From an optimization exercise on the open Yosys and OpenROAD flow, aimed at small area and a short achievable clock period; shortcuts taken in it are not production practice.
Where RTL was checked, it was by simulation tests only, not by an equivalence proof against the original.
Power and IR drop assume default switching activity.

## alu
module alu (
    input               i_clk,
    input               i_rst_n,
    input               i_valid,
    input signed [11:0] i_data_a,
    input signed [11:0] i_data_b,
    input        [2:0]  i_inst,
    output              o_valid,
    output       [11:0] o_data,
    output              o_overflow
);
Settings: LEC_CHECK=0, CAP_MARGIN=0, CORE_MARGIN=2, CORE_UTILIZATION=40, CTS_BUF_LIST=sky130_fd_sc_hd__clkbuf_4 sky130_fd_sc_hd__clkbuf_8, SETUP_SLACK_MARGIN=5.0, SLEW_MARGIN=0, TNS_END_PERCENT=5; clock period 10.0 ns.
standard.sh (not shown) runs the stock make flow with config.mk's settings and CLKGATE_MAP_FILE= SYNTH_SCRIPT=/design/flow/synth_recipe.tcl, a recipe that flattens the netlist after the stock synthesis.
==> flow/flow/run.sh <==
#!/bin/bash
# The standard layout, with these changes: the port buffers are buf_2 cells;
# after synthesis flow/fapol.py flips full-adder cells (a full adder is
# self-dual) where that removes inverters between them, and flow/faxor.py
# then builds each full adder from two xor2 gates and a maj3 gate, whose sum
# path is faster than the fa cell's. Registers are untouched.
set -euo pipefail
export BUFFER_PORTS_ARGS="-buffer_cell sky130_fd_sc_hd__buf_2"
R=orfs/results/sky130hd/alu/base
bash standard.sh synth > synth.log 2>&1
python3 flow/fapol.py $R/1_2_yosys.v > fapol.log 2>&1
python3 flow/faxor.py $R/1_2_yosys.v > faxor.log 2>&1
rm -f $R/1_synth.odb $R/1_synth.sdc
bash standard.sh > standard.log 2>&1
Other scripts of this flow, unchanged in this note and not shown: flow/flow/fapol.py, flow/flow/faxor.py
Change:
--- a/flow/design.v
+++ b/flow/design.v
@@ -25,57 +25,26 @@
 assign o_overflow = (m_ov & ~abs_r & run_r) | ovf_r;
 wire        is_mul    = (i_inst[2:1] == 2'b01);
 wire        is_mac    = (i_inst == 3'b011);
 wire        is_abs    = (i_inst == 3'b111);
 wire        mul_en    = i_valid & is_mul;
 wire        addsub_en = i_valid & (i_inst[2:1] == 2'b00);
 wire        mean_en   = i_valid & (i_inst == 3'b110);
 wire        acc_en    = mac_r & (is_mac | ~i_valid);
 wire        ovf_old   = mac_r & (m_ov | ovf_r);
 wire        sa   = i_data_a[11], sb = i_data_b[11];
 wire [11:0] ra   = i_data_a ^ {12{sa}};
 wire [11:0] rb   = i_data_b ^ {12{sb}};
-wire [11:0] cg = ra & ~rb;
-wire [11:0] ct = ra | ~rb;
-wire        cg0 = cg[0] | (ct[0] & sa & ~sb);
-wire        pg1 = cg[1] | (ct[1] & cg0);
-wire        pg2 = cg[3] | (ct[3] & cg[2]);
-wire        pt2 = ct[3] & ct[2];
-wire        pg3 = cg[5] | (ct[5] & cg[4]);
-wire        pt3 = ct[5] & ct[4];
-wire        pg4 = cg[7] | (ct[7] & cg[6]);
-wire        pt4 = ct[7] & ct[6];
-wire        pg5 = cg[9] | (ct[9] & cg[8]);
-wire        pt5 = ct[9] & ct[8];
-wire        pg6 = cg[11] | (ct[11] & cg[10]);
-wire        pt6 = ct[11] & ct[10];
-wire        pg7 = cg[2] | (ct[2] & pg1);
-wire        pg8 = pg2 | (pt2 & pg1);
-wire        pg9 = cg[6] | (ct[6] & pg3);
-wire        pt9 = ct[6] & pt3;
-wire        pg10 = pg4 | (pt4 & pg3);
-wire        pt10 = pt4 & pt3;
-wire        pg11 = cg[10] | (ct[10] & pg5);
-wire        pt11 = ct[10] & pt5;
-wire        pg12 = pg6 | (pt6 & pg5);
-wire        pt12 = pt6 & pt5;
-wire        pg13 = cg[4] | (ct[4] & pg8);
-wire        pg14 = pg3 | (pt3 & pg8);
-wire        pg15 = pg9 | (pt9 & pg8);
-wire        pg16 = pg10 | (pt10 & pg8);
-wire        pg17 = cg[8] | (ct[8] & pg16);
-wire        pg18 = pg5 | (pt5 & pg16);
-wire        pg19 = pg11 | (pt11 & pg16);
-wire        pg20 = pg12 | (pt12 & pg16);
-wire        a_ge = pg20;
+wire [12:0] cmp  = {1'b0, ra} + {1'b0, ~rb} + {12'd0, sa & ~sb};
+wire        a_ge = cmp[12];
 reg  [11:0] oth;
 always @(*) begin
   case (i_inst)
     3'b000:  oth = i_data_b;
     3'b001:  oth = ~i_data_b;                       
     3'b100:  oth = ~(i_data_a ^ i_data_b);
     3'b101:  oth = sa ? 12'd0 : i_data_a;
     3'b110:  oth = {sb, i_data_b[11:1]};            
     default: oth = a_ge ? ra : rb;                  
   endcase
 end
 wire [11:0] row   = acc_en ? o_data_w : (oth & {12{i_valid & ~is_mul}});
Result: Synthesized cell count went down by 2.1%. Global-route usage went down by 1.3 points. Final cell count went down by 3.8%. Flip-flop and latch count is unchanged. Utilization went down by 3.6 points. Cell area went down by 8.5%.
Function not checked in the first run of this note: the RTL went through the layout flow alone.


alu, a different RTL version from the one above (not shown whole).
For scale: ~770 cells after synthesis, roughly 44 I/O pins, roughly 6700 µm² of cells after synthesis.
clock: 10.0 ns
lec_check: 0
cap_margin: 20
core_margin: 2
core_utilization: 40
setup_slack_margin: 4.6
slew_margin: 20
==> flow/flow/run.sh <==
#!/bin/bash
# The standard layout, with two changes: the port buffers are buf_2 cells, and
# after synthesis flow/fapol.py flips full-adder cells (a full adder is
# self-dual) where that removes inverters between them. Registers are untouched.
set -euo pipefail
export BUFFER_PORTS_ARGS="-buffer_cell sky130_fd_sc_hd__buf_2"
R=orfs/results/sky130hd/alu/base
bash standard.sh synth > synth.log 2>&1
python3 flow/fapol.py $R/1_2_yosys.v > fapol.log 2>&1
rm -f $R/1_synth.odb $R/1_synth.sdc
bash standard.sh > standard.log 2>&1
Other scripts of this flow, unchanged in this note and not shown: flow/flow/fapol.py
Edit:
--- a/flow/design.v
+++ b/flow/design.v
@@ -6,30 +6,23 @@
     input signed [11:0] i_data_b,
     input        [2:0]  i_inst,
     output              o_valid,
     output       [11:0] o_data,
     output              o_overflow
 );
-reg  [18:0] x_r, y_r;
+reg  [12:0] x_r, y_r;
 reg         o_valid_r, ovf_r, abs_r, mac_r, run_r;
+reg         f_0, f_m1, f_m2;
 wire [11:0] o_data_w;
-wire [11:0] lo   = {1'b0, x_r[10:0]} + {1'b0, y_r[10:0]};
-wire        c16  = lo[11];
-wire        p11  = x_r[11] ^ y_r[11];
-wire        g11  = x_r[11] & y_r[11];
-wire [6:0]  hx   = x_r[18:12], hy = y_r[18:12];
-wire [6:0]  hp   = hx ^ hy;
-wire [6:0]  ho   = hx | hy;
-wire [6:0]  ha   = hx & hy;
-wire        e0   = ~hp[0] & (&(hp[6:1] ~^ ho[5:0]));                    
-wire        e127 =  hp[0] & (&(hp[6:1] ~^ ~ha[5:0]));                   
-wire        e126 = ~hp[0] & (hp[1] ~^ ~ho[0]) & (&(hp[6:2] ~^ ~ha[5:1]));   
-wire        eq_c0 = g11 ? e127 : (p11 ? e127 : e0);
-wire        eq_c1 = (g11 | p11) ? (p11 ? e127 : e126) : e127;
-wire        m_ov  = ~(c16 ? eq_c1 : eq_c0);
-assign o_data_w   = {p11 ^ c16, lo[10:0]};
+wire [13:0] zz  = {1'b0, x_r} + {1'b0, y_r};
+wire        c_top = zz[13];
+wire [1:0]  zm   = zz[12:11];
+wire        hz   = c_top ? f_m1 : f_0;      
+wire        ho1  = c_top ? f_m2 : f_m1;     
+wire        m_ov = ~((hz & ~|zm) | (ho1 & &zm));
+assign o_data_w   = zz[11:0];
 assign o_valid    = o_valid_r;
 assign o_data     = o_data_w & {12{run_r}};
 assign o_overflow = (m_ov & ~abs_r & run_r) | ovf_r;
 wire        is_mul    = (i_inst[2:1] == 2'b01);
 wire        is_mac    = (i_inst == 3'b011);
 wire        is_abs    = (i_inst == 3'b111);
@@ -558,15 +551,24 @@
 assign s247 = c242 ^ s245;
 assign c248 = c242 & s245;
 assign s249 = pp80 ^ pp94 ^ c246;
 assign c250 = (pp80 & pp94) | (c246 & (pp80 ^ pp94));
 assign s251 = 1'b1 ^ pp95;
 assign c252 = 1'b1 & pp95;
+wire [5:0] tx = {1'b1, pp96, s251, c248, s247, s243};
+wire [5:0] ty = {1'b0, c252, c250, s249, c244, c240};
+wire [5:0] tp = tx ^ ty, to = tx | ty, ta = tx & ty;
+wire        f0_d  = ~tp[0] & (&(tp[5:1] ~^ to[4:0]));
+wire        fm1_d =  tp[0] & (&(tp[5:1] ~^ ~ta[4:0]));
+wire        fm2_d = ~tp[0] & (tp[1] ~^ ~to[0]) & (&(tp[5:2] ~^ ~ta[4:1]));
 always @(posedge i_clk) begin
-  x_r <= {1'b1, pp96, s251, c248, s247, s243, c234, c224, s223, c204, s203, c180, c168, c156, c146, c136, c128, c120, c114};
-  y_r <= {1'b0, c252, c250, s249, c244, c240, s239, s233, c214, s213, c192, s191, s179, s167, s155, s145, s135, s127, s119};
+  x_r  <= {c234, c224, s223, c204, s203, c180, c168, c156, c146, c136, c128, c120, c114};
+  y_r  <= {s239, s233, c214, s213, c192, s191, s179, s167, s155, s145, s135, s127, s119};
+  f_0  <= f0_d;
+  f_m1 <= fm1_d;
+  f_m2 <= fm2_d;
 end
 always @(posedge i_clk or negedge i_rst_n) begin
   if (~i_rst_n) begin
     o_valid_r <= 1'b0;
     run_r     <= 1'b0;
     ovf_r     <= 1'b0;
Result:
- clock power fell by 14%
- final area fell by 2.1%
- worst setup slack is worse by 0.16 ns
- wire length rose by 2.2%
- power fell by 5.5%
- register-to-register slack is worse by 0.28 ns
- synthesized area fell by 4.7%
- hold slack is worse by 0.030 ns
No functional check of the RTL was part of any run of this note.

-- static timing again, ports no longer ideal --
How much do the figures lean on ideal ports? The routed layouts below were timed once more, with nothing changed but the port constraints. Step 1 sets driving cells, clkbuf_16 on the clock port and buf_2 on the other inputs (assumed; they add their load-dependent delay and slew). Step 2, shift: input delay + t, output delay - t, t = (earliest + latest rising clock arrival at the registers) / 2. This alone moves slack from input paths to output paths. Three values: no drivers, after step 1, after step 2; two values: the first two.
run	t, ns	slack for setup (ns)	worst register clock-pin slew, ns	worst slew at a driven data input, ns	pins driven straight from the clock port
the first run of note 1	0.313	4.882 / 4.761 / 4.448	0.07 / 0.07	0.15	1
the second run of note 1	0.312	5.011 / 5.011 / 4.699	0.07 / 0.07	0.06	1
the first run of note 2	0.330	4.669 / 4.619 / 4.289	0.07 / 0.07	0.16	1
the second run of note 2	0.316	4.504 / 4.448 / 4.133	0.06 / 0.06	0.13	1
After both steps every run listed still meets setup and hold. For the first run of note 1, which loses most, drivers alone change the setup slack by -0.121 ns; drivers and shift together by -0.434 ns.
